Context: an optimization exercise on an open-source flow, tuned for small area, a short achievable clock period and few clock cycles per item. The choices shown serve that exercise and are no tape-out recipe.
At most, simulation tests tie the RTL to the original design; equivalence was not proved.
Only the layout flow was run in run 6; the RTL was not checked for function there.
No activity file was given, so power comes from the tool's default toggle rates.

File: flow/constraint.sdc
create_clock -name core_clock -period 5.0 [get_ports {clk}]
set_input_delay 1.0000 -clock core_clock [delete_from_list [all_inputs] [get_ports {clk}]]
set_output_delay 1.0000 -clock core_clock [all_outputs]
set_load 0.01 [all_outputs]
File: flow/config.mk
export PLATFORM = sky130hd
export DESIGN_NAME = SME
export DESIGN_NICKNAME = SME
export VERILOG_FILES = /design/flow/design.v
export SDC_FILE = /design/flow/constraint.sdc
export NUM_CORES = 4
export LEC_CHECK = 0
export CAP_MARGIN = 20
export CORE_MARGIN = 2
export CORE_UTILIZATION = 40
export CTS_BUF_LIST = sky130_fd_sc_hd__clkbuf_4 sky130_fd_sc_hd__clkbuf_8
export SETUP_SLACK_MARGIN = 2.9
export SLEW_MARGIN = 20
File: flow/design.v
module SME(clk,reset,chardata,isstring,ispattern,valid,match,match_index);
input clk;
input reset;
input [7:0] chardata;
input isstring;
input ispattern;
output reg match;
output reg [4:0] match_index;
output reg valid;
reg [6:0] s [0:31];    
reg [5:0] len;         
reg       ps;          
reg       pp;          
reg       pc;          
reg [31:0] d;          
reg [2:0] blm1;        
wire [6:0] c = chardata[6:0];
wire is_dot    = (chardata == 8'h2E);
wire is_caret  = (chardata == 8'h5E);
wire is_dollar = (chardata == 8'h24);
integer k;
reg [31:0] eq, sp, lenis, mask, startok, endok, prev, dnext;
always @(*) begin
	for (k = 0; k < 32; k = k + 1) begin
		eq[k] = (s[k] == c);
		sp[k] = (s[k] == 7'h20);
		lenis[k] = (len[4:0] == k);
		mask[k] = (len > k);
	end
	startok[0] = 1'b1;
	for (k = 1; k < 32; k = k + 1) startok[k] = sp[k-1];
	for (k = 0; k < 31; k = k + 1) endok[k] = sp[k+1] | lenis[k+1];
	endok[31] = 1'b1;
	if (!pp)      prev = mask;
	else if (pc)  prev = startok & mask;
	else          prev = {d[30:0], 1'b0} & mask;
	dnext = (prev & (eq | {32{is_dot}})) | ({32{is_dollar}} & d & endok);
end
function [2:0] pe8;
	input [7:0] x;
	begin
		if (x[0])      pe8 = 3'd0;
		else if (x[1]) pe8 = 3'd1;
		else if (x[2]) pe8 = 3'd2;
		else if (x[3]) pe8 = 3'd3;
		else if (x[4]) pe8 = 3'd4;
		else if (x[5]) pe8 = 3'd5;
		else if (x[6]) pe8 = 3'd6;
		else           pe8 = 3'd7;
	end
endfunction
reg [3:0] anyg, selg;
reg [4:0] idxg [0:3];
reg [4:0] idx;
reg [3:0] dif;
always @(*) begin
	for (k = 0; k < 4; k = k + 1) begin
		anyg[k] = |d[8*k +: 8];
		dif = {1'b0, pe8(d[8*k +: 8])} - {1'b0, blm1};
		idxg[k] = {k[1:0] - {1'b0, dif[3]}, dif[2:0]};
	end
	selg[0] = anyg[0];
	selg[1] = !anyg[0] && anyg[1];
	selg[2] = !anyg[0] && !anyg[1] && anyg[2];
	selg[3] = !anyg[0] && !anyg[1] && !anyg[2];
	idx = ({5{selg[0]}} & idxg[0]) | ({5{selg[1]}} & idxg[1]) |
	      ({5{selg[2]}} & idxg[2]) | ({5{selg[3]}} & idxg[3]);
end
always @(posedge clk) begin
	if (isstring)
		for (k = 0; k < 32; k = k + 1)
			if ((ps ? lenis[k] : (k == 0)))
				s[k] <= c;
	d <= dnext;
	if (!is_dollar)
		blm1 <= (!pp || pc) ? 3'd0 : blm1 + 3'd1;
	match <= |anyg;
	match_index <= idx;
end
always @(posedge clk or posedge reset) begin
	if (reset) begin
		len <= 6'd0;
		ps <= 1'b0;
		pp <= 1'b0;
		pc <= 1'b0;
		valid <= 1'b0;
	end else begin
		ps <= isstring;
		pp <= ispattern;
		if (isstring)
			len <= (ps ? len : 6'd0) + 6'd1;
		pc <= ispattern && !pp && is_caret;
		valid <= pp && !ispattern;
	end
end
endmodule
File: flow/run.sh
#!/bin/bash
# synth_recipe.tcl (not shown) runs the flow's synth.tcl, then flattens the netlist and writes it again
# the make line also repeats each setting of config.mk as NAME=value (left out here)
make -C /OpenROAD-flow-scripts/flow DESIGN_CONFIG=/design/flow/config.mk WORK_HOME=/design/flow/orfs CLKGATE_MAP_FILE= SYNTH_SCRIPT=/design/flow/synth_recipe.tcl finish
==> results.json, run 1 <==
{
  "status": "timing/DRC/antenna clean",
  "synth_common_cells": "edfxtp_1, xor2_1, xnor2_1",
  "ioPinCount": 19,
  "criticalPathCategory": "register to register",
  "setup_ws_ps": 2870,
  "ant_nets": 0,
  "die_area_um2": 35500,
  "slew-limit-headroom": 0.542,
  "postPlaceCellArea_um2": 14400,
  "yosys-top-cells-area": "edfxtp_1, xor2_1, xnor2_1, dfxtp_1, nor4_1",
  "yosysSeqAreaShare": 0.576,
  "synth_compound_area_frac": 0.105,
  "crit_slowest_cell": "dfxtp_2",
  "cts_tree": "built",
  "grt_util_all_layers": 0.194,
  "critical-path-max-stage-delay_ps": 330,
  "rsz0062_at_grt": "yes",
  "yosysWarnings": 3,
  "grt_pass1_wl_um": 53600,
  "multiInputGateArea_um2": 5760,
  "synth_top_cell_by_area": "edfxtp_1",
  "p_leak_uw": 0.00517,
  "synth_top_family_by_area": "XOR/XNOR gates",
  "critPathCaptureType": "register",
  "gp_congestion": 0.831,
  "cap_violations": 0,
  "vias": 9087,
  "synth.most_common_cell": "edfxtp_1",
  "core_um2": 33400,
  "ctsHtreeMaxLevel": 2,
  "setup-tns-final_ps": 0,
  "design_area_um2": 16100,
  "hold_viol": 0,
  "synth_xor_area_frac": 0.148,
  "yosys.area_share.simple": 0.123,
  "fmax_mhz": 470,
  "irDropWorstVdd_mv": 0.354,
  "synth_cell_types": 64,
  "setup_viol": 0,
  "hold_class": "register to register",
  "clk_path_buf_depth": 3,
  "via_per_inst": 5.59,
  "post-dp-hpwl_um": 21900,
  "die_x_um": 188,
  "num_rows": 67,
  "finalWirelength_um": 34700,
  "antenna_found_initial": 0,
  "worstMarginPinSlew_ps": 681,
  "crit_path_start_kind": "register",
  "p_per_area_nw_per_um2": 332,
  "area_growth_pct": 18.3,
  "chipHeight_um": 188,
  "synth_nets": 1121,
  "cp.arrival_ps": 2550,
  "finalMaxSlewViolations": 0,
  "grt_pass1_vias": 9268,
  "drc": 0,
  "start_util": 0.406,
  "register_area_um2": 7840,
  "min_period_over_period": 0.425,
  "synth_area_per_cell_um2": 12.5,
  "grt_max_degree": 41,
  "cts_sinks": 275,
  "synthArstFlopShare": 0.0364,
  "clock_latency_ps": 570,
  "synth_fa_ha_area_frac": 0.0188,
  "avgRoutedWirePerCell_um": 21.3,
  "synth.area.mux_share": 0.000829,
  "antenna_cells": 0,
  "period_needed_ps": 2130,
  "synth_edf_count": 227,
  "crit_chain": "nand2b_4 > a21oi_2 > nor2_1 > o21bai_1 > ha_2 > inv_2 > fa_2 > xor2_1 > a31oi_1 > o221ai_2",
  "netlist_instances": 1091,
  "skew_ps": 17.8,
  "cts_root_buf": "clkbuf_8",
  "fillers": 2985,
  "ys.flop_type": "edfxtp_1",
  "numCtsBuffers": 49,
  "drt_iter0_markers": 548,
  "synth_area_um2": 13600,
  "nNetsFinal": 1168,
  "dp_slack_ps": 1580,
  "synth_top_area_frac": 0.502,
  "clkSlewWorstSetupHoldPaths_ps": 70,
  "firstDrtPassIters": 4,
  "ys_ff_latch": 275,
  "layout-drive-gt1-share": 0.194,
  "cp_max_fo": 3,
  "critical_path_required_ps": 5420,
  "grt-ovfl-total": 0,
  "port_buffers": 18,
  "postCtsHoldBufs": 0
}
[registers in the layout (all words and copies together) (netlist names)]
name	cells
s	224
d	32
len	6
match_index	5
blm1	3
match	1
pc	1
pp	1
ps	1
valid	1
[path summary, 6_finish.rpt]
check | from | end | slack [ps] | depth (start not counted)
worst max-delay path | d[13] | match_index[2] | 2870 | 10
worst min-delay path | d[31] | d[31] | 510 | 1
worst max register to register | d[13] | match_index[2] | 2870 | 10
worst min register to register | d[31] | d[31] | 510 | 1
max in group asynchronous | reset | len[4] | 3860 | 2
min in group asynchronous | reset | ps | 760 | 2
[layer usage]
metal / track usage / share of wire
met1: 0.272 / 0.46
met2: 0.306 / 0.45
met3: 0.0356 / 0.065
met4: 0.0631 / 0.024
met5: 0 / 0
[power by group]
group / internal [µW] / switching (µW)
Sequential: 2510 / 37.4
Combinational: 163 / 328
Clock: 1360 / 928
Total: 4040 / 1290
[critical path: cells and delay by family, from the launching register on]
family	cells	cell delay, ps
compound gates	4	700
fa+ha+maj	2	570
flops	1	330
simple gates	2	200
xor+xnor	1	150
buf+inv	1	40
[placed cells by master, fill, tap and decap left out, drive strengths merged, types with 5 or more instances in the layout]
cell	synthesis	layout
o22ai	9	9
nand3	7	7
o21ai	23	23
clkbuf	27	71
o221ai	8	8
nor3	15	15
or2	5	5
o211ai	25	25
nand2b	12	12
inv	20	19
edfxtp	227	227
nor2	84	84
a31oi	7	7
xnor2	101	101
a21o	11	11
nor2b	11	11
nor4	73	73
clkinv	0	16
xor2	129	129
bufinv	0	5
a211oi	5	5
and2	5	5
or4b	31	31
buf	36	53
dfrtp	10	10
nand2	19	19
a21oi	34	34
a41oi	32	32
o31ai	20	20
dfxtp	38	38
ha	14	14
[per-stage QoR]
stage	hold WS (ps)	utilization	power (µW)	cells
floorplan	436	-	2890	1091
global placement	461	0.431	3050	1514
detailed placement	491	0.431	3050	1514
CTS	504	0.473	5360	1619
global route	521	0.480	5510	1626
finish	506	0.480	5330	1626
[what timing repair did]
item                       4_1_cts  5_1_grt
gates resized for setup         80       46
cloned                           1        2
setup endpoints to repair      270      136
pin swaps                        8       21
setup buffers                   13        5
[cell families after synthesis]
| logic type | Yosys count |
|---|---|
| AOI/OAI and AO/OA | 201 |
| xor gates and xnor gates | 230 |
| adders and majority gates | 18 |
| buffers and inverters | 83 |
| DFF | 275 |
| muxes | 1 |
| and+or+nand+nor | 283 |
[layout make-up]
type,count,share of cell area
Multi-Input combinational cell,733,0.359
Tap cell,448,0.0349
Clock buffer,68,0.0532
Inverter,20,0.00491
Sequential cell,275,0.488
Clock inverter,23,0.0143
Timing Repair Buffer,59,0.0462
Testbench counts, summed over its fixed seeds: cycles 21,057, items 2,412.
==> inputs of run 2 (changes only) <==
--- a/flow/config.mk
+++ b/flow/config.mk
@@ -9,5 +9,5 @@
 export CORE_MARGIN = 2
 export CORE_UTILIZATION = 40
 export CTS_BUF_LIST = sky130_fd_sc_hd__clkbuf_4 sky130_fd_sc_hd__clkbuf_8
-export SETUP_SLACK_MARGIN = 2.9
+export SETUP_SLACK_MARGIN = 2.8
 export SLEW_MARGIN = 20
==> run 2 against run 1 <==
- register-to-register slack got worse by 100 ps
- power fell by 7.5%
- first-iteration DRC count is 47% higher
- clock power decreased by 17%
- area after synthesis did not move
- final area down 2.6%
- clock skew rose by 3.2 ps
- non-clock buffer count shrank 14
- critical path type unchanged
- largest cell class unchanged
- largest power group unchanged
==> results.json, run 2 <==
{
  "status": "timing/DRC/antenna clean",
  "grt_pass1_vias": 9186,
  "drc": 0,
  "clk_path_buf_depth": 3,
  "postPlaceCellArea_um2": 14200,
  "final_cell_mix": "edfxtp_1, xor2_1, xnor2_1",
  "dr_wl_met2_um": 15900,
  "reg2reg_slack_ps": 2770,
  "ctsHtreeMaxLevel": 2,
  "setup-tns-final_ps": 0,
  "synthArstFlopShare": 0.0364,
  "design_area_um2": 15600,
  "ys.flop_type": "edfxtp_1",
  "synth_top_area_frac": 0.502,
  "yosysSeqAreaShare": 0.576,
  "fmax_mhz": 449,
  "cts_sinks": 275,
  "period_needed_ps": 2230,
  "cts_root_buf": "clkbuf_8",
  "port_buffers": 18,
  "slew-limit-headroom": 0.435,
  "irDropWorstVdd_mv": 0.130,
  "crit_slowest_cell": "or2_2",
  "r2r_start": "len[1]",
  "crit_end": "s[0][0]",
  "hold_class": "register to register",
  "grt_pass1_wl_um": 52900,
  "nNetsFinal": 1149,
  "crit_chain": "or2_2 > o21a_1 > nor2_2",
  "rsz0062_at_grt": "yes",
  "crit_path_start_kind": "register",
  "firstDrtPassIters": 5,
  "grt_max_degree": 42,
  "yosysWarnings": 3,
  "wl_met3_um": 1650,
  "p_leak_uw": 0.00499,
  "synth_top_cell_by_area": "edfxtp_1",
  "synth_area_per_cell_um2": 12.5,
  "via_per_inst": 5.56,
  "yosys.area_share.simple": 0.123,
  "avgRoutedWirePerCell_um": 21.4,
  "ant_nets": 0,
  "p_total_uw": 4930,
  "antenna_cells": 0,
  "numCtsBuffers": 44,
  "wl_met1_um": 15800,
  "ys_ff_latch": 275,
  "top_regs": "s x224, d x32, len x6",
  "yosys-top-cells-area": "edfxtp_1, xor2_1, xnor2_1, dfxtp_1, nor4_1",
  "layout-drive-gt1-share": 0.162,
  "synth_top_family_by_area": "XOR/XNOR gates",
  "synth.most_common_cell": "edfxtp_1",
  "dp_slack_ps": 1670,
  "cts_tree": "built",
  "start_util": 0.406,
  "startpoint": "len[1]",
  "final_common_cell": "edfxtp_1",
  "synth_edf_count": 227,
  "synth_area_um2": 13600,
  "finalWirelength_um": 34200,
  "ioPinCount": 19,
  "cp.arrival_ps": 2410,
  "num_rows": 67,
  "critical-path-max-stage-delay_ps": 630,
  "skew_ps": 21.0,
  "worstReg2RegEnd": "s[0][0]",
  "vias": 8897,
  "antenna_found_initial": 0,
  "post-dp-hpwl_um": 21300,
  "min_period_over_period": 0.446,
  "area_growth_pct": 15.2,
  "criticalPathCategory": "register to register",
  "grt-ovfl-total": 0,
  "regMostFlops": "s",
  "synth_compound_area_frac": 0.105,
  "hold_viol": 0,
  "critical_path_required_ps": 5180,
  "synth_nets": 1121,
  "setup_viol": 0,
  "chipHeight_um": 188,
  "cap_violations": 0,
  "synth_fa_ha_area_frac": 0.0188,
  "synth_common_cells": "edfxtp_1, xor2_1, xnor2_1",
  "clkSlewWorstSetupHoldPaths_ps": 60,
  "netlist_instances": 1091,
  "critPathCaptureType": "register",
  "core_um2": 33400,
  "routed.top_layer": "met4",
  "drt_iter0_markers": 804,
  "gp_congestion": 0.882,
  "whs_ps": 477,
  "fillers": 2963,
  "worstMarginPinSlew_ps": 840,
  "clock_latency_ps": 560,
  "synth_xor_area_frac": 0.148,
  "finalMaxSlewViolations": 0,
  "synth.area.mux_share": 0.000829,
  "setup_ws_ps": 2770,
  "synth_cell_types": 64,
  "rr_worst_depth": 3,
  "p_per_area_nw_per_um2": 315,
  "grt_util_all_layers": 0.191,
  "cp_max_fo": 19,
  "die_area_um2": 35500,
  "die_x_um": 188,
  "largest_reg_flops": 224
}
[run 2: cells by family after synthesis]
| family | after synthesis |
|---|---|
| buf+inv | 83 |
| flops | 275 |
| mux | 1 |
| simple gates | 283 |
| fa+ha+maj | 18 |
| xor+xnor | 230 |
| compound gates | 201 |
[run 2: repair_timing]
action | 4_1_cts | 5_1_grt
hold buffers | 0 | 0
endpoints found under the setup margin | 269 | 95
pin swaps | 8 | 10
resized for setup | 93 | 41
buffers inserted | 7 | 2
cloned | 1 | 2
[run 2: metal layers]
| metal | GRT usage | vias to the layer above |
|---|---|---|
| li1 | - | 4184 |
| met1 | 0.265 | 4413 |
| met4 | 0.0613 | 0 |
| met3 | 0.0294 | 61 |
| met5 | 0 | - |
| met2 | 0.308 | 239 |
[run 2: how the worst min path moves through the flow]
stage / from / end / slack [ps] / cells past startpoint
floorplan: d[31] / match / 440 / 2
global placement: d[31] / d[31] / 450 / 1
detailed placement: d[31] / d[31] / 450 / 1
CTS: d[31] / d[31] / 470 / 1
global route: d[31] / d[31] / 500 / 1
finish: d[31] / d[31] / 480 / 1
[run 2: final cells by class]
| cell class | instances | area [µm²] | share of cell area |
|---|---|---|---|
| Clock buffer | 66 | 790 | 0.0505 |
| Clock inverter | 12 | 76.3 | 0.00488 |
| Inverter | 20 | 75.1 | 0.00480 |
| Multi-Input combinational cell | 733 | 5710 | 0.365 |
| Sequential cell | 275 | 7840 | 0.501 |
| Tap cell | 448 | 561 | 0.0358 |
| Timing Repair Buffer | 45 | 597 | 0.0381 |
[run 2: where the power goes]
group | internal [µW] | switching (µW) | leakage, µW
clock network | 1060 | 853 | 0.000466
logic | 153 | 314 | 0.00204
registers | 2510 | 43.8 | 0.00248
[run 2: worst max-delay path, delay by kind of cell (launching register included)]
kind            cells  cell delay [ps]
simple gates        2             1020
flops               1              550
compound gates      1              290
[run 2: stage by stage]
stage | cells | utilization
2_1_floorplan | 1091 | -
3_3_place_gp | 1509 | 0.424
3_5_place_dp | 1509 | 0.424
4_1_cts | 1595 | 0.461
5_1_grt | 1599 | 0.468
6_report | 1599 | 0.468
==> inputs of run 3 (changes only) <==
==> flow/flow/run.sh (new file) <==
#!/bin/bash
set -euo pipefail
cp config.mk my_config.mk
cat >> my_config.mk <<'EOC'
export CTS_ARGS = -sink_clustering_enable -repair_clock_nets -dont_use_dummy_load -sink_clustering_size 16 -sink_clustering_max_diameter 50 -buf_list {sky130_fd_sc_hd__clkbuf_8 sky130_fd_sc_hd__clkbuf_16}
EOC
sed "s#DESIGN_CONFIG=[^ ]*#DESIGN_CONFIG=$PWD/my_config.mk#" standard.sh > my_standard.sh
bash my_standard.sh > standard.log 2>&1
==> flow/standard.sh (new file) <==
#!/bin/bash
# synth_recipe.tcl (not shown) runs the flow's synth.tcl, then flattens the netlist and writes it again
# the make line also repeats each setting of config.mk as NAME=value (left out here)
make -C /OpenROAD-flow-scripts/flow DESIGN_CONFIG=/design/flow/config.mk WORK_HOME=/design/flow/orfs CLKGATE_MAP_FILE= SYNTH_SCRIPT=/design/flow/synth_recipe.tcl "${@:-finish}"
--- a/flow/config.mk
+++ b/flow/config.mk
@@ -9,5 +9,5 @@
 export CORE_MARGIN = 2
 export CORE_UTILIZATION = 40
 export CTS_BUF_LIST = sky130_fd_sc_hd__clkbuf_4 sky130_fd_sc_hd__clkbuf_8
-export SETUP_SLACK_MARGIN = 2.8
+export SETUP_SLACK_MARGIN = 2.9
 export SLEW_MARGIN = 20
removed: flow/run.sh
==> run 3 against run 2 <==
- clock skew up 32 ps
- flip-flop and latch count unchanged
- clock power about the same
- setup slack better by 57 ps
- largest cell class unchanged
- highest routed layer unchanged
==> results.json, run 3 <==
{
  "hp-start": "d[31]",
  "yosysWarnings": 3,
  "skew_ps": 53.1,
  "yosys-top-cells-area": "edfxtp_1, xor2_1, xnor2_1, dfxtp_1, nor4_1",
  "p_leak_uw": 0.00515,
  "criticalPathCategory": "register to register",
  "core_um2": 33400,
  "worstMarginPinSlew_ps": 690,
  "antenna_cells": 0,
  "largest_reg_flops": 224,
  "ys.flop_type": "edfxtp_1",
  "irDropWorstVdd_mv": 0.314,
  "antenna_found_initial": 0,
  "p_per_area_nw_per_um2": 309,
  "synth_area_um2": 13600,
  "postCtsHoldBufs": 0,
  "hold_viol": 0,
  "gp_congestion": 0.831,
  "cap_violations": 0,
  "grt_max_degree": 41,
  "synth.most_common_cell": "edfxtp_1",
  "crit_family": "compound AO/OA/AOI/OAI gates",
  "post-dp-hpwl_um": 21900,
  "whs_endpoint": "d[31]",
  "num_rows": 67,
  "cts_sinks": 275,
  "critPathCaptureType": "register",
  "netlist_instances": 1091,
  "drc": 0,
  "clk_path_buf_depth": 3,
  "synth_area_per_cell_um2": 12.5,
  "min_delay_path_depth": 1,
  "top_regs": "s x224, d x32, len x6",
  "rr_worst_depth": 10,
  "synth_cell_types": 64,
  "synth_top_area_frac": 0.502,
  "ctsHtreeMaxLevel": 1,
  "synth_nets": 1121,
  "ant_nets": 0,
  "grt_util_all_layers": 0.192,
  "synth_top_cell_by_area": "edfxtp_1",
  "p_total_uw": 4960,
  "worstReg2RegEnd": "match_index[2]",
  "cts_tree": "built",
  "grt-ovfl-total": 0,
  "final_cell_mix": "edfxtp_1, xor2_1, xnor2_1",
  "crit_path_start_kind": "register",
  "worst-path-buf-inv": 1,
  "synth_common_cells": "edfxtp_1, xor2_1, xnor2_1",
  "avgRoutedWirePerCell_um": 22.9,
  "synth_edf_count": 227,
  "drt_iter0_markers": 711,
  "setup_viol": 0,
  "cts_root_buf": "clkbuf_16",
  "chipHeight_um": 188,
  "numCtsBuffers": 31,
  "via_per_inst": 5.77,
  "rsz0062_at_grt": "yes",
  "fmax_mhz": 461,
  "finalMaxSlewViolations": 0,
  "reg2reg_slack_ps": 2830,
  "min_period_over_period": 0.434,
  "clkSlewWorstSetupHoldPaths_ps": 60,
  "critical-path-max-stage-delay_ps": 340,
  "ys_ff_latch": 275,
  "firstDrtPassIters": 5,
  "critical_path_required_ps": 5420,
  "crit_slowest_cell": "dfxtp_2",
  "vias": 9168,
  "clock_latency_ps": 580,
  "die_x_um": 188,
  "whs_ps": 491,
  "finalWirelength_um": 36400,
  "status": "timing/DRC/antenna clean",
  "ioPinCount": 19,
  "synthArstFlopShare": 0.0364,
  "cp.arrival_ps": 2590,
  "area_growth_pct": 18.1,
  "regMostFlops": "s",
  "yosysSeqAreaShare": 0.576,
  "slew-limit-headroom": 0.536,
  "hold_class": "register to register",
  "cp_max_fo": 5,
  "period_needed_ps": 2170,
  "r2r_start": "d[13]",
  "start_util": 0.406,
  "layout-drive-gt1-share": 0.174,
  "grt_pass1_vias": 8998,
  "port_buffers": 18,
  "grt_pass1_wl_um": 53200,
  "setup-tns-final_ps": 0,
  "final_common_cell": "edfxtp_1",
  "crit_chain": "nand2b_4 > a21oi_2 > nor2_1 > o21bai_1 > ha_2 > inv_1 > fa_2 > xor2_1 > a31oi_1 > o221ai_2",
  "nNetsFinal": 1173,
  "die_area_um2": 35500
}
-- run 3: how the worst max path moves through the flow --
stage                            from        endpoint  depth (start not counted)  slack [ps]
after CTS                       d[13]  match_index[2]                         10        2850
after floorplan           chardata[0]           d[29]                          6        2620
after detailed placement  chardata[7]           d[28]                          6        1580
after global routing            d[13]  match_index[2]                         10        2800
after global placement    chardata[7]           d[12]                          6        1590
final                           d[13]  match_index[2]                         10        2830
-- run 3: final cells by class --
type | count | area [µm²]
clock buffers | 31 | 776
multi-input cells | 733 | 5770
fillers | 2961 | 17400
well taps | 448 | 561
repair buffers | 82 | 1020
flip-flops and latches | 275 | 7840
inverters | 20 | 78.8
-- run 3: through the flow --
| stage | setup slack, ps | instance area [µm²] | utilization | std cells |
|---|---|---|---|---|
| after floorplan | 2620 | 13800 | - | 1091 |
| after global placement | 1590 | 14400 | 0.431 | 1514 |
| after detailed placement | 1580 | 14400 | 0.431 | 1514 |
| after CTS | 2850 | 15600 | 0.465 | 1560 |
| after global routing | 2800 | 16000 | 0.480 | 1589 |
| final | 2830 | 16000 | 0.480 | 1589 |
-- run 3: logic make-up (layout without fill, tap and decap cells) --
family                   count (synthesis)  after routing  synth area share
AO/OA/AOI/OAI                          201            201             0.105
flip-flops                             275            275             0.576
multiplexers                             1              1          0.000829
AND/OR/NAND/NOR                        283            283             0.123
buffers and inverters                   83            133            0.0280
XOR/XNOR                               230            230             0.148
adder cells (fa/ha/maj)                 18             18            0.0188
-- run 3: per-layer routing --
layer,vias to the layer above,GRT usage,share of wire
met5,-,0.00687,0
met3,61,0.0320,0.059
met4,0,0.0538,0.027
met2,297,0.305,0.46
li1,4220,-,-
met1,4590,0.272,0.46
-- run 3: power breakdown --
part           switching, µW  leakage, µW  total [µW]  internal [µW]
clock network            815     0.000382        1890           1070
logic                    337      0.00228         521            183
registers               36.9      0.00249        2550           2510
total                   1190      0.00515        4960           3770
-- run 3: repair_timing --
action	CTS	global route
cloned	2	5
setup buffers	13	24
pin swaps	8	15
resized for setup	77	51
endpoints found under the setup margin	271	146
==> inputs of run 4 (changes only) <==
==> flow/flow/run.sh (replaced) <==
#!/bin/bash
set -euo pipefail
cp config.mk my_config.mk
cat >> my_config.mk <<'EOC'
export CTS_ARGS = -sink_clustering_enable -repair_clock_nets -dont_use_dummy_load -sink_clustering_size 12 -sink_clustering_max_diameter 40 -buf_list {sky130_fd_sc_hd__clkbuf_4 sky130_fd_sc_hd__clkbuf_8}
EOC
sed "s#DESIGN_CONFIG=[^ ]*#DESIGN_CONFIG=$PWD/my_config.mk#" standard.sh > my_standard.sh
bash my_standard.sh > standard.log 2>&1
==> run 4 against run 3 <==
- still clean on timing, DRC and antenna
- register-to-register slack better by 20 ps
- flip-flop and latch count unchanged
- non-clock buffer count down 23
- critical endpoint is now match_index[0]
==> results.json, run 4 <==
{
  "clock_latency_ps": 550,
  "skew_ps": 55.2,
  "dp_slack_ps": 1580,
  "synthArstFlopShare": 0.0364,
  "ant_nets": 0,
  "critical-path-max-stage-delay_ps": 620,
  "drt_iter0_markers": 673,
  "firstDrtPassIters": 4,
  "synth_edf_count": 227,
  "cts_sinks": 275,
  "yosysSeqAreaShare": 0.576,
  "crit_path_start_kind": "register",
  "yosys-top-cells-area": "edfxtp_1, xor2_1, xnor2_1, dfxtp_1, nor4_1",
  "largest_reg_flops": 224,
  "avgRoutedWirePerCell_um": 22.6,
  "via_per_inst": 5.73,
  "worstMarginPinSlew_ps": 716,
  "synth_nets": 1121,
  "irDropWorstVdd_mv": 0.205,
  "grt-ovfl-total": 0,
  "hold_viol": 0,
  "min_delay_path_depth": 1,
  "clkSlewWorstSetupHoldPaths_ps": 70,
  "min_period_over_period": 0.431,
  "grt_pass1_wl_um": 52900,
  "reg2reg_slack_ps": 2850,
  "ctsHtreeMaxLevel": 2,
  "yosysWarnings": 3,
  "vias": 9034,
  "status": "timing/DRC/antenna clean",
  "cts_tree": "built",
  "start_util": 0.406,
  "cts_root_buf": "clkbuf_8",
  "switching_power_uw": 1150,
  "criticalPathCategory": "register to register",
  "synth_cell_types": 64,
  "r2r_start": "d[17]",
  "ys.flop_type": "edfxtp_1",
  "worst-path-buf-inv": 0,
  "cp.arrival_ps": 2580,
  "finalMaxSlewViolations": 0,
  "synth.most_common_cell": "edfxtp_1",
  "synth_area_um2": 13600,
  "fillers": 2995,
  "die_x_um": 188,
  "crit_slowest_cell": "nor4_1",
  "antenna_found_initial": 0,
  "slew-limit-headroom": 0.518,
  "p_leak_uw": 0.00493,
  "die_area_um2": 35500,
  "cap_violations": 0,
  "worstReg2RegEnd": "match_index[0]",
  "top_regs": "s x224, d x32, len x6",
  "crit_chain": "nor4_1 > nand3_1 > or2_1 > o221ai_1",
  "postPlaceCellArea_um2": 14400,
  "antenna_cells": 0,
  "rr_worst_depth": 4,
  "gp_congestion": 0.831,
  "grt_pass1_vias": 9019,
  "regMostFlops": "s",
  "p_total_uw": 4560,
  "fmax_mhz": 464,
  "crit_family": "simple AND/OR/NAND/NOR gates",
  "hp-start": "d[31]",
  "layout-drive-gt1-share": 0.158,
  "setup_ws_ps": 2850,
  "ioPinCount": 19,
  "setup_viol": 0,
  "setup-tns-final_ps": 0,
  "power.share.sequential": 0.559,
  "synth_top_area_frac": 0.502,
  "whs_ps": 495,
  "port_buffers": 18,
  "synth_top_cell_by_area": "edfxtp_1",
  "netlist_instances": 1091,
  "whs_endpoint": "d[31]",
  "numCtsBuffers": 41,
  "p_per_area_nw_per_um2": 292,
  "finalWirelength_um": 35600,
  "final_common_cell": "edfxtp_1",
  "hold_class": "register to register",
  "cp_max_fo": 5,
  "drc": 0,
  "synth_area_per_cell_um2": 12.5,
  "design_area_um2": 15600,
  "final_cell_mix": "edfxtp_1, xor2_1, xnor2_1",
  "internal_power_uw": 3400,
  "core_um2": 33400,
  "critPathCaptureType": "register",
  "nNetsFinal": 1160,
  "clk_path_buf_depth": 3,
  "grt_util_all_layers": 0.192,
  "combPwrFrac": 0.110,
  "ys_ff_latch": 275,
  "critical_path_required_ps": 5430,
  "grt_max_degree": 41,
  "synth_common_cells": "edfxtp_1, xor2_1, xnor2_1",
  "num_rows": 67,
  "period_needed_ps": 2150,
  "clockPowerShare": 0.331,
  "switching_share": 0.253,
  "post-dp-hpwl_um": 21900,
  "rsz0062_at_grt": "yes",
  "chipHeight_um": 188,
  "area_growth_pct": 14.8
}
run 4: how the worst max path moves through the flow:
stage	from	endpoint	slack, ps	cells after the start
6_report	d[17]	match_index[0]	2850	4
5_1_grt	d[22]	match_index[1]	2790	9
2_1_floorplan	chardata[0]	d[29]	2620	6
3_5_place_dp	chardata[7]	d[28]	1580	6
3_3_place_gp	chardata[7]	d[12]	1590	6
4_1_cts	d[13]	match_index[2]	2870	10
run 4: cells by family (layout without fill, tap and decap cells):
kind of cell,Yosys count,in the layout,share of synthesized area
AOI/OAI and AO/OA,201,201,0.105
buffers and inverters,83,120,0.0280
xor gates and xnor gates,230,230,0.148
DFF,275,275,0.576
and+or+nand+nor,283,283,0.123
adders and majority gates,18,18,0.0188
muxes,1,1,0.000829
run 4: timing repair:
action / CTS / global route
endpoints found under the setup margin: 271 / 105
cloned: 1 / 5
buffers inserted: 12 / 3
resized for setup: 75 / 38
hold buffers: 0 / 0
pin swaps: 9 / 15
run 4: worst register-to-register path, cell delays in order, from the launching register on:
cell and delay (ps):
dfxtp_1 350, nor4_1 620, nand3_1 350, or2_1 390, o221ai_1 320
run 4: area by class of cell:
type	instances	area, µm²	share of cell area
clock buffers	41	564	0.0362
inverters	20	78.8	0.00505
multi-input cells	733	5740	0.368
flip-flops and latches	275	7840	0.502
well taps	448	561	0.0359
repair buffers	59	822	0.0527
run 4: metal layers:
metal,global-route usage,vias up,part of all wire
li1,-,4179,-
met1,0.273,4473,0.46
met2,0.295,311,0.45
met3,0.0373,71,0.063
met4,0.0667,0,0.027
met5,0,-,0
run 4: metrics by stage:
stage / utilization / instances
after floorplan: - / 1091
after global placement: 0.431 / 1514
after detailed placement: 0.431 / 1514
after CTS: 0.458 / 1568
after global routing: 0.466 / 1576
final: 0.466 / 1576
run 4: power by group through the flow:
stage	clock, µW	combinational, µW	sequential (µW)
6_report	1510	503	2550
5_1_grt	1630	539	2550
4_1_cts	1540	480	2540
3_5_place_dp	0	461	2590
3_3_place_gp	0	458	2590
2_1_floorplan	0	309	2580
==> inputs of run 5 (changes only) <==
==> flow/flow/run.sh (replaced) <==
#!/bin/bash
set -euo pipefail
cp config.mk my_config.mk
cat >> my_config.mk <<'EOC'
export CTS_ARGS = -sink_clustering_enable -repair_clock_nets -dont_use_dummy_load -buf_list {sky130_fd_sc_hd__clkbuf_4 sky130_fd_sc_hd__clkbuf_8}
EOC
sed "s#DESIGN_CONFIG=[^ ]*#DESIGN_CONFIG=$PWD/my_config.mk#" standard.sh > my_standard.sh
bash my_standard.sh > standard.log 2>&1
==> run 5 against run 4 <==
- critical path depth grew 6
- final area grew 0.35%
- count of clock-buffer cells in the layout grew 8
- clock skew shrank 19 ps
- final cell count grew 0.51%
- maximum frequency grew 2.0%
- power grew 3.4%
- via count shrank 0.65%
- non-clock buffer count is the same
- area after synthesis is the same
- global-route usage grew 0.12 points
==> results.json, run 5 <==
{
  "critical_path_required_ps": 5410,
  "ant_nets": 0,
  "min_period_over_period": 0.422,
  "core_um2": 33400,
  "critPathCaptureType": "register",
  "crit_path_start_kind": "register",
  "synth_common_cells": "edfxtp_1, xor2_1, xnor2_1",
  "cp_max_fo": 3,
  "cts_sinks": 275,
  "postCtsHoldBufs": 0,
  "post-dp-hpwl_um": 21900,
  "avgRoutedWirePerCell_um": 22.2,
  "numCtsBuffers": 49,
  "worstMarginPinSlew_ps": 687,
  "antenna_cells": 0,
  "cts_root_buf": "clkbuf_8",
  "switching_power_uw": 1180,
  "grt_pass1_wl_um": 53300,
  "grt_max_degree": 41,
  "start_util": 0.406,
  "yosys-top-cells-area": "edfxtp_1, xor2_1, xnor2_1, dfxtp_1, nor4_1",
  "status": "timing/DRC/antenna clean",
  "ys_ff_latch": 275,
  "rr_worst_depth": 10,
  "cap_violations": 0,
  "fillers": 3012,
  "p_leak_uw": 0.00497,
  "netlist_instances": 1091,
  "irDropWorstVdd_mv": 0.172,
  "skew_ps": 36.3,
  "top_regs": "s x224, d x32, len x6",
  "hold_class": "register to register",
  "vias": 8975,
  "die_x_um": 188,
  "criticalPathCategory": "register to register",
  "synth.most_common_cell": "edfxtp_1",
  "rsz0062_at_grt": "yes",
  "largest_reg_flops": 224,
  "area_growth_pct": 15.3,
  "clockPowerShare": 0.353,
  "fmax_mhz": 474,
  "synth_area_per_cell_um2": 12.5,
  "p_total_uw": 4710,
  "slew-limit-headroom": 0.538,
  "period_needed_ps": 2110,
  "layout-drive-gt1-share": 0.173,
  "synth_top_area_frac": 0.502,
  "synth_area_um2": 13600,
  "port_buffers": 18,
  "final_cell_mix": "edfxtp_1, xor2_1, xnor2_1",
  "ioPinCount": 19,
  "min_delay_path_depth": 1,
  "die_area_um2": 35500,
  "synth_nets": 1121,
  "yosysSeqAreaShare": 0.576,
  "cts_tree": "built",
  "final_common_cell": "edfxtp_1",
  "reg2reg_slack_ps": 2890,
  "ys.flop_type": "edfxtp_1",
  "nNetsFinal": 1168,
  "clock_latency_ps": 570,
  "p_per_area_nw_per_um2": 301,
  "grt_util_all_layers": 0.193,
  "cp.arrival_ps": 2520,
  "switching_share": 0.249,
  "combPwrFrac": 0.106,
  "gp_congestion": 0.831,
  "finalWirelength_um": 35100,
  "via_per_inst": 5.67,
  "internal_power_uw": 3540,
  "setup-tns-final_ps": 0,
  "regMostFlops": "s",
  "antenna_found_initial": 0,
  "clk_path_buf_depth": 3,
  "worstReg2RegEnd": "match_index[2]",
  "synth_edf_count": 227,
  "setup_viol": 0,
  "drt_iter0_markers": 627,
  "firstDrtPassIters": 7,
  "num_rows": 67,
  "synthArstFlopShare": 0.0364,
  "hold_viol": 0,
  "r2r_start": "d[13]",
  "ctsHtreeMaxLevel": 2,
  "drc": 0,
  "synth_cell_types": 64,
  "yosysWarnings": 3,
  "whs_endpoint": "d[31]",
  "grt_pass1_vias": 9139,
  "hp-start": "d[31]",
  "synth_top_cell_by_area": "edfxtp_1",
  "grt-ovfl-total": 0,
  "finalMaxSlewViolations": 0,
  "clkSlewWorstSetupHoldPaths_ps": 60,
  "power.share.sequential": 0.541,
  "chipHeight_um": 188
}
[run 5: kinds of logic after synthesis]
logic type	share of synthesized area
AO/OA/AOI/OAI	0.105
XOR/XNOR	0.148
adder cells (fa/ha/maj)	0.0188
buffers and inverters	0.0280
flip-flops	0.576
multiplexers	0.000829
AND/OR/NAND/NOR	0.123
[run 5: metal layers]
layer / global-route usage / vias to the layer above / wire [µm]
li1: - / 4192 / -
met1: 0.272 / 4420 / 16100
met2: 0.304 / 296 / 16100
met3: 0.0358 / 67 / 2170
met4: 0.0601 / 0 / 761
met5: 0 / - / 0
[run 5: power groups by stage]
stage / clock [µW] / combinational (µW) / sequential [µW]
after floorplan: 0 / 309 / 2580
after global placement: 0 / 458 / 2590
after detailed placement: 0 / 461 / 2590
after CTS: 1710 / 478 / 2550
after global routing: 1800 / 535 / 2550
final: 1670 / 499 / 2550
[run 5: layout make-up]
class                           count  area (µm²)  area share
Inverter                           20        78.8     0.00503
Multi-Input combinational cell    733        5760       0.368
Clock buffer                       49         674      0.0431
Timing Repair Buffer               59         746      0.0476
Sequential cell                   275        7840       0.501
Tap cell                          448         561      0.0358
[run 5: timing repair]
action	in CTS	in global routing
resized for setup	75	51
pin swaps	8	15
setup buffers	13	4
setup endpoints to repair	271	139
cloned	1	3
[run 5: how the worst max path moves through the flow]
stage | slack, ps | to | depth (start not counted) | startpoint
3_3_place_gp | 1590 | d[12] | 6 | chardata[7]
5_1_grt | 2790 | match_index[2] | 10 | d[13]
4_1_cts | 2850 | match_index[2] | 10 | d[13]
2_1_floorplan | 2620 | d[29] | 6 | chardata[0]
6_report | 2890 | match_index[2] | 10 | d[13]
3_5_place_dp | 1580 | d[28] | 6 | chardata[7]
[run 5: critical path: stages (launching register included)]
cell and delay [ps]:
dfxtp_2 330, nand2b_4 130, a21oi_2 130, nor2_1 60, o21bai_1 220, ha_2 240
inv_2 40, fa_2 330, xor2_1 150, a31oi_1 200, o221ai_2 130
[run 5: metrics by stage]
stage	hold slack, ps	area, µm²	setup WS [ps]	utilization	cells
final	493	15700	2890	0.468	1584
after global routing	523	15700	2790	0.468	1584
after CTS	503	15400	2850	0.461	1577
after detailed placement	491	14400	1580	0.431	1514
after global placement	461	14400	1590	0.431	1514
after floorplan	436	13800	2620	-	1091
==> inputs of run 6 (changes only) <==
--- a/flow/design.v
+++ b/flow/design.v
@@ -15,15 +15,15 @@
 reg [31:0] d;          
 reg [2:0] blm1;        
 wire [6:0] c = chardata[6:0];
-wire is_dot    = (chardata == 8'h2E);
-wire is_caret  = (chardata == 8'h5E);
-wire is_dollar = (chardata == 8'h24);
+wire is_dot    = (c == 7'h2E);
+wire is_caret  = (c == 7'h5E);
+wire is_dollar = (c == 7'h24);
 integer k;
 reg [31:0] eq, sp, lenis, mask, startok, endok, prev, dnext;
 always @(*) begin
 	for (k = 0; k < 32; k = k + 1) begin
 		eq[k] = (s[k] == c);
-		sp[k] = (s[k] == 7'h20);
+		sp[k] = !(s[k][6] | (|s[k][4:0]));
 		lenis[k] = (len[4:0] == k);
 		mask[k] = (len > k);
 	end
@@ -31,10 +31,9 @@
 	for (k = 1; k < 32; k = k + 1) startok[k] = sp[k-1];
 	for (k = 0; k < 31; k = k + 1) endok[k] = sp[k+1] | lenis[k+1];
 	endok[31] = 1'b1;
-	if (!pp)      prev = mask;
-	else if (pc)  prev = startok & mask;
-	else          prev = {d[30:0], 1'b0} & mask;
-	dnext = (prev & (eq | {32{is_dot}})) | ({32{is_dollar}} & d & endok);
+	prev = (pp ? {d[30:0], pc} : 32'hFFFFFFFF) & mask;
+	dnext = (prev & (eq | {32{is_dot}})) | ({32{is_dollar}} & d & endok) |
+	        ({32{is_caret && !pp}} & sp);
 end
 function [2:0] pe8;
 	input [7:0] x;
--- a/flow/config.mk
+++ b/flow/config.mk
@@ -9,5 +9,5 @@
 export CORE_MARGIN = 2
 export CORE_UTILIZATION = 40
 export CTS_BUF_LIST = sky130_fd_sc_hd__clkbuf_4 sky130_fd_sc_hd__clkbuf_8
-export SETUP_SLACK_MARGIN = 2.9
+export SETUP_SLACK_MARGIN = 3.0
 export SLEW_MARGIN = 20
==> run 6 against run 5 <==
- register-to-register slack worse by 30 ps
- count of clock-buffer cells in the layout down 4
- still clean on timing, DRC and antenna
- largest power group unchanged
- clock power down 5%
- via count down 1.7%
==> results.json, run 6 <==
{
  "status": "timing/DRC/antenna clean",
  "combPwrFrac": 0.103,
  "internal_power_uw": 3490,
  "use_met2": 0.293,
  "regMostFlops": "s",
  "fillers": 2941,
  "grt-busiest-layer": "met2",
  "grt_pass1_wl_um": 50600,
  "crit_slowest_cell": "fa_2",
  "synth_nets": 1093,
  "power.share.sequential": 0.557,
  "synth_common_cells": "edfxtp_1, xor2_1, xnor2_1",
  "post-dp-hpwl_um": 20000,
  "cts_root_buf": "clkbuf_8",
  "num_rows": 66,
  "yosys-top-cells-area": "edfxtp_1, xor2_1, xnor2_1, dfxtp_1, nor2_1",
  "fmax_mhz": 467,
  "hold_viol": 0,
  "rsz0062_at_grt": "yes",
  "crit_end": "match_index[1]",
  "slew-limit-headroom": 0.460,
  "clockPowerShare": 0.340,
  "startpoint": "d[5]",
  "synth_top_family_by_area": "XOR/XNOR gates",
  "via_per_inst": 5.73,
  "synth_top_area_frac": 0.510,
  "period_needed_ps": 2140,
  "largest_reg_flops": 224,
  "setup_viol": 0,
  "gp_congestion": 0.810,
  "chipHeight_um": 187,
  "p_per_area_nw_per_um2": 301,
  "synth.area.mux_share": 0.00159,
  "synth_compound_area_frac": 0.106,
  "cts_sinks": 275,
  "met1_usage": 0.266,
  "synth_top_cell_by_area": "edfxtp_1",
  "antenna_cells": 0,
  "cp_max_fo": 3,
  "antenna_found_initial": 0,
  "die_area_um2": 34900,
  "synth_edf_count": 227,
  "numCtsBuffers": 45,
  "top_regs": "s x224, d x32, len x6",
  "grt_max_degree": 47,
  "switching_power_uw": 1140,
  "ioPinCount": 19,
  "worstReg2RegEnd": "match_index[1]",
  "clk_path_buf_depth": 3,
  "postCtsHoldBufs": 0,
  "ys.flop_type": "edfxtp_1",
  "synth_area_per_cell_um2": 12.6,
  "synth_cell_types": 63,
  "switching_share": 0.247,
  "drt_iter0_markers": 765,
  "start_util": 0.409,
  "setup-tns-final_ps": 0,
  "layout-drive-gt1-share": 0.171,
  "finalMaxSlewViolations": 0,
  "die_x_um": 187,
  "criticalPathCategory": "register to register",
  "yosysWarnings": 3,
  "met3_usage": 0.0284,
  "port_buffers": 17,
  "final_cell_mix": "edfxtp_1, xor2_1, xnor2_1",
  "cp.arrival_ps": 2540,
  "skew_ps": 36.3,
  "ant_nets": 0,
  "final_common_cell": "edfxtp_1",
  "grt_pass1_vias": 8716,
  "grt_util_all_layers": 0.185,
  "nNetsFinal": 1129,
  "p_leak_uw": 0.00476,
  "min_period_over_period": 0.428,
  "r2r_start": "d[5]",
  "core_um2": 32700,
  "ctsHtreeMaxLevel": 2,
  "cap_violations": 0,
  "yosys.area_share.simple": 0.109,
  "area_growth_pct": 15.3,
  "rr_worst_depth": 10,
  "critical_path_required_ps": 5400,
  "dp_cells": 1475,
  "irDropWorstVdd_mv": 0.152,
  "vias": 8819,
  "synth_xor_area_frac": 0.151,
  "synth_fa_ha_area_frac": 0.0191,
  "clkSlewWorstSetupHoldPaths_ps": 50,
  "synthArstFlopShare": 0.0364,
  "synth_area_um2": 13400,
  "clock_latency_ps": 570,
  "crit_chain": "nand2b_4 > a21oi_2 > nor2_1 > o21bai_1 > ha_2 > inv_2 > fa_2 > a21boi_2 > a31oi_1 > o221ai_2",
  "firstDrtPassIters": 5,
  "critPathCaptureType": "register",
  "netlist_instances": 1063,
  "hold_class": "register to register",
  "cts_tree": "built",
  "worstMarginPinSlew_ps": 810,
  "synth.most_common_cell": "edfxtp_1",
  "crit_path_start_kind": "register",
  "final_cells": 1539,
  "drc": 0,
  "yosysSeqAreaShare": 0.586,
  "reg2reg_slack_ps": 2860,
  "grt-ovfl-total": 0,
  "finalWirelength_um": 34100,
  "avgRoutedWirePerCell_um": 22.2,
  "ys_ff_latch": 275,
  "p_total_uw": 4630,
  "critical-path-max-stage-delay_ps": 390
}
run 6: cell count changes after synthesis, sizes merged, moves of 8 or more:
cell | previous run | this run
a21o | 11 | 2
a21oi | 34 | 21
a32oi | 0 | 18
nand3 | 7 | 16
nor2b | 11 | 3
nor3 | 15 | 29
nor4 | 73 | 50
o21ai | 23 | 32
o31ai | 20 | 4
or4 | 0 | 19
or4b | 31 | 4
run 6: critical path, delay by kind of cell, from the launching register on:
family                   cells  cell delay, ps
AO/OA/AOI/OAI                5             800
adder cells (fa/ha/maj)      2             600
buffers and inverters        1              40
flip-flops                   1             350
AND/OR/NAND/NOR              2             180
run 6: kinds of logic (layout without fill, tap and decap cells):
logic type / count (synthesis) / in the layout
buf+inv: 81 / 115
fa+ha+maj: 18 / 18
xor+xnor: 230 / 230
flops: 275 / 275
compound gates: 191 / 191
simple gates: 266 / 266
mux: 2 / 2
run 6: what timing repair did:
item                       CTS  global route
resized for setup           99            50
buffers inserted            11             3
setup endpoints to repair  275           131
cloned                       0             4
pin swaps                    7            12
run 6: power by group through the flow:
stage | registers [µW] | clock network (µW) | logic, µW
final | 2580 | 1580 | 475
after global routing | 2590 | 1710 | 516
after CTS | 2580 | 1620 | 447
after detailed placement | 2620 | 0 | 423
after global placement | 2620 | 0 | 421
after floorplan | 2590 | 0 | 311
run 6: worst min path at each step:
stage	startpoint	end	slack, ps	cells after the start
2_1_floorplan	d[31]	match	440	2
4_1_cts	d[31]	d[31]	510	2
5_1_grt	d[31]	d[31]	560	2
3_3_place_gp	d[31]	d[31]	510	2
3_5_place_dp	d[31]	d[31]	500	2
6_report	d[31]	d[31]	500	2
run 6: area by class of cell:
type                            instances  area (µm²)  share of cell area
Sequential cell                       275        7850               0.510
Multi-Input combinational cell        707        5580               0.362
Timing Repair Buffer                   51         731              0.0474
Clock buffer                           45         619              0.0402
Tap cell                              442         553              0.0359
Inverter                               19        77.6             0.00503
run 6: layer usage:
| metal | wire length [µm] | part of all wire |
|---|---|---|
| met1 | 15800 | 0.46 |
| met2 | 15600 | 0.46 |
| met3 | 2010 | 0.059 |
| met4 | 688 | 0.020 |
| met5 | 0 | 0 |
run 6: per-stage QoR:
step	setup WS [ps]	hold WS, ps	util	cell area, µm²
2_1_floorplan	2720	436	-	13700
3_3_place_gp	1610	507	0.431	14100
3_5_place_dp	1640	496	0.431	14100
4_1_cts	2800	509	0.461	15100
5_1_grt	2770	562	0.471	15400
6_report	2860	501	0.471	15400
==> inputs of run 7 (changes only) <==
--- a/flow/design.v
+++ b/flow/design.v
@@ -73,7 +73,7 @@
 	d <= dnext;
 	if (!is_dollar)
 		blm1 <= (!pp || pc) ? 3'd0 : blm1 + 3'd1;
-	match <= |anyg;
+	match <= pp && !ispattern && (|anyg);    
 	match_index <= idx;
 end
 always @(posedge clk or posedge reset) begin
--- a/flow/config.mk
+++ b/flow/config.mk
@@ -9,5 +9,5 @@
 export CORE_MARGIN = 2
 export CORE_UTILIZATION = 40
 export CTS_BUF_LIST = sky130_fd_sc_hd__clkbuf_4 sky130_fd_sc_hd__clkbuf_8
-export SETUP_SLACK_MARGIN = 3.0
+export SETUP_SLACK_MARGIN = 2.9
 export SLEW_MARGIN = 20
==> run 7 against run 6 <==
- largest power group unchanged
- largest cell class unchanged
- global-route usage is 0.35 points higher
- via count is 1.5% higher
- setup slack worse by 6.4 ps
- clock power about the same
- maximum frequency down 0.30%
- critical path type unchanged
- area after synthesis increased by 0.41%
- final cell count is 1.7% higher
- register-to-register slack barely moved
- first-iteration DRC count is 14% lower
- critical path depth is the same
- non-clock buffer count is 9 higher
==> results.json, run 7 <==
{
  "num_rows": 67,
  "clkSlewWorstSetupHoldPaths_ps": 60,
  "finalMaxSlewViolations": 0,
  "via_per_inst": 5.72,
  "p_leak_uw": 0.00482,
  "final_common_cell": "edfxtp_1",
  "synth_area_um2": 13400,
  "area_growth_pct": 15.0,
  "fin_util": 0.464,
  "top_regs": "s x224, d x32, len x6",
  "numCtsBuffers": 45,
  "antenna_found_initial": 0,
  "postCtsHoldBufs": 0,
  "hold_viol": 0,
  "port_buffers": 17,
  "cts_tree": "built",
  "start_util": 0.403,
  "drc": 0,
  "clk_path_buf_depth": 3,
  "finalWirelength_um": 33500,
  "largest_reg_flops": 224,
  "setup_viol": 0,
  "grt_util_all_layers": 0.189,
  "worstMarginPinSlew_ps": 841,
  "rsz0062_at_grt": "yes",
  "yosysSeqAreaShare": 0.583,
  "firstDrtPassIters": 5,
  "synth_cell_types": 62,
  "grt-ovfl-total": 0,
  "cap_violations": 0,
  "critical_path_required_ps": 5390,
  "p_per_area_nw_per_um2": 299,
  "skew_ps": 40.8,
  "whs_ps": 515,
  "post-dp-hpwl_um": 20900,
  "grt_pass1_vias": 9140,
  "yosysWarnings": 3,
  "ys.flop_type": "edfxtp_1",
  "antenna_cells": 0,
  "ys_ff_latch": 275,
  "status": "timing/DRC/antenna clean",
  "yosys-top-cells-area": "edfxtp_1, xor2_1, xnor2_1, dfxtp_1, nor4_1",
  "hold_class": "register to register",
  "vias": 8948,
  "setup-tns-final_ps": 0,
  "irDropWorstVdd_mv": 0.138,
  "layout-drive-gt1-share": 0.172,
  "synth_top_area_frac": 0.508,
  "die_x_um": 187,
  "ioPinCount": 19,
  "drt_iter0_markers": 658,
  "synth_area_per_cell_um2": 12.5,
  "synth.most_common_cell": "edfxtp_1",
  "gp_congestion": 0.842,
  "avgRoutedWirePerCell_um": 21.4,
  "final_cells": 1565,
  "chipHeight_um": 187,
  "nNetsFinal": 1149,
  "grt_max_degree": 43,
  "clock_latency_ps": 560,
  "core_um2": 33300,
  "synth_top_cell_by_area": "edfxtp_1",
  "crit_path_start_kind": "register",
  "synth_edf_count": 227,
  "synthArstFlopShare": 0.0364,
  "cts_root_buf": "clkbuf_8",
  "slew-limit-headroom": 0.440,
  "netlist_instances": 1075,
  "synth_nets": 1105,
  "synth_common_cells": "edfxtp_1, xor2_1, xnor2_1",
  "cp.arrival_ps": 2540,
  "cp_max_fo": 4,
  "criticalPathCategory": "register to register",
  "regMostFlops": "s",
  "fmax_mhz": 466,
  "min_period_over_period": 0.429,
  "ant_nets": 0,
  "final_cell_mix": "edfxtp_1, xor2_1, xnor2_1",
  "ctsHtreeMaxLevel": 2,
  "grt_pass1_wl_um": 51600,
  "die_area_um2": 35000,
  "dp_cells": 1496,
  "period_needed_ps": 2150,
  "critPathCaptureType": "register",
  "cts_sinks": 275
}
-- run 7: changes by cell type in the layout (fill, tap and decap cells not counted), sizes merged, moves of 4 or more --
cell	delta
o221ai	+6
buf	+8
or3	+5
nand4	-5
nand4bb	-5
clkdlybuf4s15	+4
nor3	+17
nor2	-18
a32oi	-4
nand2b	+7
-- run 7: power by group --
part | switching (µW) | leakage (µW) | internal (µW)
Clock | 782 | 0.000324 | 791
Sequential | 26.3 | 0.00249 | 2510
Combinational | 315 | 0.00201 | 179
-- run 7: worst max-delay path, cell delays in order (launching register included) --
cell      delay (ps)
dfxtp_4          360
nand2b_1         150
a21oi_2          120
nor2_1            60
o21bai_2         200
ha_2             220
inv_1             50
fa_2             330
xor2_1           150
a31oi_1          190
o221ai_1         150
-- run 7: repair_timing --
item                                    CTS  global route
endpoints found under the setup margin  273            88
setup buffers                            12            10
pin swaps                                 8            13
gates cloned                              0             1
resized for setup                        98            39
-- run 7: path summary, 6_finish.rpt --
kind                             from             end  slack [ps]  cells after the start
worst max-delay path            d[13]  match_index[2]        2850                     10
worst min-delay path            d[31]           d[31]         520                      2
worst max register to register  d[13]  match_index[2]        2850                     10
worst min register to register  d[31]           d[31]         520                      2
max in group asynchronous       reset          len[1]        3850                      2
min in group asynchronous       reset          len[4]         770                      2
-- run 7: final cells by class --
| type | count | area (µm²) |
|---|---|---|
| timing repair buffer | 60 | 692 |
| inverter | 21 | 88.8 |
| multi-input combinational | 716 | 5630 |
| sequential | 275 | 7850 |
| fill | 3006 | 17800 |
| tap | 448 | 561 |
| clock buffer | 45 | 619 |
-- run 7: cell families after synthesis --
| family | Yosys count | synth area share |
|---|---|---|
| DFF | 275 | 0.583 |
| adders and majority gates | 18 | 0.0190 |
| muxes | 1 | 0.000839 |
| xor gates and xnor gates | 230 | 0.150 |
| buffers and inverters | 84 | 0.0287 |
| and+or+nand+nor | 276 | 0.113 |
| AOI/OAI and AO/OA | 191 | 0.105 |
-- run 7: metrics by stage --
| stage | instance area [µm²] | setup WS, ps | power [µW] |
|---|---|---|---|
| after floorplan | 13700 | 2720 | 2870 |
| after global placement | 14200 | 1540 | 3010 |
| after detailed placement | 14200 | 1530 | 3020 |
| after CTS | 15100 | 2840 | 4610 |
| after global routing | 15400 | 2720 | 4780 |
| final | 15400 | 2850 | 4610 |
-- run 7: metal layers --
layer | up-vias | share of wire | global-route usage
met5 | - | 0 | 0
met1 | 4478 | 0.45 | 0.255
met4 | 0 | 0.029 | 0.0702
met2 | 271 | 0.47 | 0.306
met3 | 66 | 0.054 | 0.0323
li1 | 4133 | - | -
Testbench counts of run 7, summed over its fixed seeds: cycles 21,057, items 2,412.
==> inputs of run 8 (changes only) <==
--- a/flow/config.mk
+++ b/flow/config.mk
@@ -7,7 +7,8 @@
 export LEC_CHECK = 0
 export CAP_MARGIN = 20
 export CORE_MARGIN = 2
-export CORE_UTILIZATION = 40
+export CORE_UTILIZATION = 60
 export CTS_BUF_LIST = sky130_fd_sc_hd__clkbuf_4 sky130_fd_sc_hd__clkbuf_8
+export PLACE_DENSITY = 0.75
 export SETUP_SLACK_MARGIN = 2.9
 export SLEW_MARGIN = 20
==> run 8 against run 7 <==
- count of clock-buffer cells in the layout shrank 2
- worst hold slack gained 39 ps
- sequential power is essentially flat
- register-to-register slack lost 20 ps
==> results.json, run 8 <==
{
  "synth_top_area_frac": 0.508,
  "synth_nets": 1105,
  "post-dp-hpwl_um": 20300,
  "drt_iter0_markers": 1021,
  "crit_path_start_kind": "register",
  "finalWirelength_um": 32900,
  "yosysSeqAreaShare": 0.583,
  "top_regs": "s x224, d x32, len x6",
  "die_x_um": 154,
  "fmax_mhz": 462,
  "setup-tns-final_ps": 0,
  "largest_reg_flops": 224,
  "avgRoutedWirePerCell_um": 23.8,
  "design_area_um2": 15100,
  "yosysWarnings": 3,
  "setup_viol": 0,
  "min_period_over_period": 0.433,
  "criticalPathCategory": "register to register",
  "gp_congestion": 0.871,
  "p_per_area_nw_per_um2": 301,
  "setup_ws_ps": 2840,
  "switching_power_uw": 1100,
  "yosys-top-cells-area": "edfxtp_1, xor2_1, xnor2_1, dfxtp_1, nor4_1",
  "cts_root_buf": "clkbuf_8",
  "synth_area_per_cell_um2": 12.5,
  "synth_cell_types": 62,
  "via_per_inst": 6.48,
  "clk_path_buf_depth": 3,
  "switching_share": 0.243,
  "area_growth_pct": 12.6,
  "regMostFlops": "s",
  "status": "timing/DRC/antenna clean",
  "clkSlewWorstSetupHoldPaths_ps": 60,
  "cts_sinks": 275,
  "core_um2": 21900,
  "clock_latency_ps": 550,
  "dp_slack_ps": 1630,
  "synthArstFlopShare": 0.0364,
  "cts_tree": "built",
  "slew-limit-headroom": 0.281,
  "irDropWorstVdd_mv": 0.201,
  "chipHeight_um": 154,
  "synth.most_common_cell": "edfxtp_1",
  "num_rows": 54,
  "hold_class": "register to register",
  "cp_max_fo": 4,
  "synth_area_um2": 13400,
  "grt_util_all_layers": 0.271,
  "internal_power_uw": 3440,
  "nNetsFinal": 1137,
  "antenna_cells": 0,
  "fin_util": 0.690,
  "vias": 8971,
  "final_common_cell": "edfxtp_1",
  "hold_viol": 0,
  "p_total_uw": 4550,
  "critPathCaptureType": "register",
  "fillers": 1536,
  "firstDrtPassIters": 5,
  "ioPinCount": 19,
  "ctsHtreeMaxLevel": 2,
  "final_cell_mix": "edfxtp_1, xor2_1, xnor2_1",
  "cap_violations": 0,
  "combPwrFrac": 0.103,
  "netlist_instances": 1075,
  "port_buffers": 17,
  "grt_pass1_wl_um": 49700,
  "min_delay_path_depth": 2,
  "skew_ps": 37.5,
  "postPlaceCellArea_um2": 13900,
  "start_util": 0.613,
  "layout-drive-gt1-share": 0.159,
  "clockPowerShare": 0.333,
  "synth_top_cell_by_area": "edfxtp_1",
  "p_leak_uw": 0.00478,
  "drc": 0,
  "cp.arrival_ps": 2550,
  "grt-ovfl-total": 0,
  "ys.flop_type": "edfxtp_1",
  "synth_common_cells": "edfxtp_1, xor2_1, xnor2_1",
  "finalMaxSlewViolations": 0,
  "rsz0062_at_grt": "yes",
  "period_needed_ps": 2160,
  "synth_edf_count": 227,
  "grt_pass1_vias": 8908,
  "rr_worst_depth": 11,
  "grt_max_degree": 53,
  "postCtsHoldBufs": 0,
  "power.share.sequential": 0.563,
  "worstMarginPinSlew_ps": 1080,
  "critical_path_required_ps": 5380,
  "ys_ff_latch": 275,
  "antenna_found_initial": 0,
  "die_area_um2": 23600,
  "ant_nets": 0,
  "numCtsBuffers": 43
}
## run 8: routing by layer
layer | part of all wire | global-route usage | up-vias
li1 | - | - | 4108
met1 | 0.42 | 0.381 | 4371
met2 | 0.46 | 0.424 | 414
met3 | 0.089 | 0.0612 | 78
met4 | 0.029 | 0.0874 | 0
met5 | 0 | 0 | -
## run 8: final cells by class
type	instances	area, µm²	area share
repair buffers	50	603	0.0399
well taps	280	350	0.0232
flip-flops and latches	275	7850	0.520
multi-input cells	716	5620	0.372
inverters	21	85.1	0.00563
clock buffers	43	592	0.0392
## run 8: critical path, cell delays in order (launching register included)
cell and delay [ps]:
dfxtp_4 350, nand2b_4 140, a21oi_4 200, nor2_2 50
o21bai_1 130, ha_2 200, inv_2 50, fa_2 350
xnor2_2 180, a21oi_2 40, a31oi_1 190, o221ai_1 160
## run 8: repair_timing
action                                  CTS  global route
resized for setup                        91            47
gates cloned                              0             3
pin swaps                                 8            13
setup buffers                             7             6
hold endpoints to repair                  0             0
endpoints found under the setup margin  272           111
## run 8: through the flow
stage | hold WS, ps | instances
6_report | 554 | 1385
3_3_place_gp | 491 | 1326
2_1_floorplan | 474 | 1075
3_5_place_dp | 539 | 1326
5_1_grt | 574 | 1385
4_1_cts | 552 | 1376
## run 8: path summary, 6_finish.rpt
check	endpoint	startpoint	slack [ps]
max in group asynchronous	len[1]	reset	3860
min reg2reg	d[7]	d[7]	550
min	d[7]	d[7]	550
max reg2reg	match_index[2]	d[5]	2840
min in group asynchronous	len[5]	reset	770
max	match_index[2]	d[5]	2840
## run 8: power by group through the flow
stage | registers [µW] | clock network [µW] | logic (µW)
detailed placement | 2600 | 0 | 404
global placement | 2600 | 0 | 398
finish | 2560 | 1520 | 469
CTS | 2550 | 1540 | 429
floorplan | 2580 | 0 | 297
global route | 2560 | 1630 | 505
## run 8: cell families after synthesis
logic type / after synthesis / synth area share
adders and majority gates: 18 / 0.0190
DFF: 275 / 0.583
muxes: 1 / 0.000839
and+or+nand+nor: 276 / 0.113
AOI/OAI and AO/OA: 191 / 0.105
buffers and inverters: 84 / 0.0287
xor gates and xnor gates: 230 / 0.150
==> inputs of run 9 (changes only) <==
==> flow/flow/run.sh (replaced) <==
#!/bin/bash
set -euo pipefail
cp config.mk my_config.mk
cat >> my_config.mk <<'EOC'
export CTS_ARGS = -sink_clustering_enable -repair_clock_nets -dont_use_dummy_load -sink_clustering_size 20 -sink_clustering_max_diameter 60 -buf_list {sky130_fd_sc_hd__clkbuf_8}
EOC
sed "s#DESIGN_CONFIG=[^ ]*#DESIGN_CONFIG=$PWD/my_config.mk#" standard.sh > my_standard.sh
bash my_standard.sh > standard.log 2>&1
--- a/flow/config.mk
+++ b/flow/config.mk
@@ -7,8 +7,7 @@
 export LEC_CHECK = 0
 export CAP_MARGIN = 20
 export CORE_MARGIN = 2
-export CORE_UTILIZATION = 60
+export CORE_UTILIZATION = 40
 export CTS_BUF_LIST = sky130_fd_sc_hd__clkbuf_4 sky130_fd_sc_hd__clkbuf_8
-export PLACE_DENSITY = 0.75
 export SETUP_SLACK_MARGIN = 2.9
 export SLEW_MARGIN = 20
==> run 9 against run 8 <==
- sequential power about the same
- critical path depth unchanged
- still clean
- power decreased by 11%
- global-route usage decreased by 8.6 points
- wire length increased by 1.2%
- first-iteration DRC count decreased by 40%
- critical path type unchanged
- final area decreased by 0.78%
- flip-flop and latch count unchanged
==> results.json, run 9 <==
{
  "grt_pass1_vias": 8868,
  "synth_area_um2": 13400,
  "synth.most_common_cell": "edfxtp_1",
  "slew-limit-headroom": 0.453,
  "ioPinCount": 19,
  "clk_path_buf_depth": 3,
  "synth_top_area_frac": 0.508,
  "antenna_cells": 0,
  "yosys.area_share.simple": 0.113,
  "fin_util": 0.450,
  "cts_tree": "built",
  "combPwrFrac": 0.119,
  "fillers": 3041,
  "ant_nets": 0,
  "die_area_um2": 35000,
  "layout-drive-gt1-share": 0.147,
  "cts_root_buf": "clkbuf_8",
  "regMostFlops": "s",
  "final_cells": 1537,
  "cp.arrival_ps": 2560,
  "worstMarginPinSlew_ps": 820,
  "yosysWarnings": 3,
  "criticalPathCategory": "register to register",
  "firstDrtPassIters": 5,
  "critPathCaptureType": "register",
  "antenna_found_initial": 0,
  "num_rows": 67,
  "dp_cells": 1496,
  "clock_latency_ps": 570,
  "ys.flop_type": "edfxtp_1",
  "final_cell_mix": "edfxtp_1, xor2_1, xnor2_1",
  "gp_congestion": 0.842,
  "reg2reg_slack_ps": 2840,
  "p_per_area_nw_per_um2": 271,
  "largest_reg_flops": 224,
  "core_um2": 33300,
  "vias": 8811,
  "crit_end": "match_index[2]",
  "synth_edf_count": 227,
  "clkSlewWorstSetupHoldPaths_ps": 110,
  "status": "timing/DRC/antenna clean",
  "post-dp-hpwl_um": 20900,
  "grt_pass1_wl_um": 51000,
  "ctsHtreeMaxLevel": 1,
  "synth_xor_area_frac": 0.150,
  "setup_viol": 0,
  "rsz0062_at_grt": "yes",
  "cts_sinks": 275,
  "irDropWorstVdd_mv": 0.135,
  "cp_max_fo": 5,
  "drt_iter0_markers": 609,
  "switching_share": 0.249,
  "synth_top_family_by_area": "XOR/XNOR gates",
  "grt_util_all_layers": 0.185,
  "p_leak_uw": 0.00460,
  "synth.area.mux_share": 0.000839,
  "r2r_start": "d[5]",
  "startpoint": "d[5]",
  "final_common_cell": "edfxtp_1",
  "numCtsBuffers": 21,
  "nNetsFinal": 1121,
  "synth_nets": 1105,
  "die_x_um": 187,
  "yosysSeqAreaShare": 0.583,
  "drc": 0,
  "chipHeight_um": 187,
  "fmax_mhz": 463,
  "min_period_over_period": 0.432,
  "synth_cell_types": 62,
  "netlist_instances": 1075,
  "synth_area_per_cell_um2": 12.5
}
-- run 9: cell counts after synthesis --
No cell type changed its count.
-- run 9: what timing repair did --
| action | in CTS | in global routing |
|---|---|---|
| cloned | 0 | 2 |
| buffers inserted | 12 | 6 |
| gates resized for setup | 108 | 25 |
| hold buffers | 0 | 0 |
| pin swaps | 8 | 8 |
| endpoints found under the setup margin | 273 | 85 |
-- run 9: routing by layer --
metal	track usage	vias to the layer above	wire length [µm]
met4	0.0418	0	634
met1	0.258	4459	15500
met2	0.310	231	15700
li1	-	4072	-
met3	0.0212	49	1570
met5	0	-	0
-- run 9: cell type report --
| type | instances | area, µm² | share of cell area |
|---|---|---|---|
| inverters | 21 | 88.8 | 0.00593 |
| repair buffers | 56 | 608 | 0.0406 |
| flip-flops and latches | 275 | 7840 | 0.523 |
| clock buffers | 21 | 289 | 0.0193 |
| well taps | 448 | 561 | 0.0374 |
| multi-input cells | 716 | 5600 | 0.374 |
-- run 9: power groups by stage --
stage	clock network [µW]	registers (µW)	logic, µW
final	1050	2540	482
after global routing	1150	2540	520
after CTS	1070	2530	462
after detailed placement	0	2590	426
after global placement	0	2590	420
after floorplan	0	2580	297
-- run 9: cell families (layout without fill, tap and decap cells) --
kind of cell               after synthesis  count (layout)
DFF                                    275             275
adders and majority gates               18              18
buffers and inverters                   84              98
xor gates and xnor gates               230             230
AOI/OAI and AO/OA                      191             191
and+or+nand+nor                        276             276
muxes                                    1               1
-- run 9: how the worst min path moves through the flow --
stage               start  cells after the start  slack [ps]  endpoint
finish              d[31]                      2         530     d[31]
floorplan           d[31]                      2         470     d[31]
global placement    d[31]                      2         490     d[31]
global route        d[31]                      2         580     d[31]
CTS                 d[31]                      2         530     d[31]
detailed placement  d[31]                      2         500     d[31]
-- run 9: metrics by stage --
stage          instance area, µm²  worst slack [ps]
2_1_floorplan               13700              2720
3_3_place_gp                14200              1540
3_5_place_dp                14200              1530
4_1_cts                     14800              2840
5_1_grt                     15000              2730
6_report                    15000              2840
-- run 9: critical path, stage by stage, from the launching register on --
cell	delay (ps)
dfxtp_2	360
nand2b_1	160
a21oi_2	160
nor2_1	70
o21bai_1	130
ha_1	160
inv_1	60
fa_1	370
xnor2_1	170
a21oi_1	60
a31oi_1	190
o221ai_1	160

Setup slack of run 9, layout unchanged: 2.842 ns with ideal ports, 2.842 ns with driving cells assumed (clock clkbuf_16, inputs buf_2), 2.377 ns with port delays also shifted by the 0.585 ns mid clock arrival.
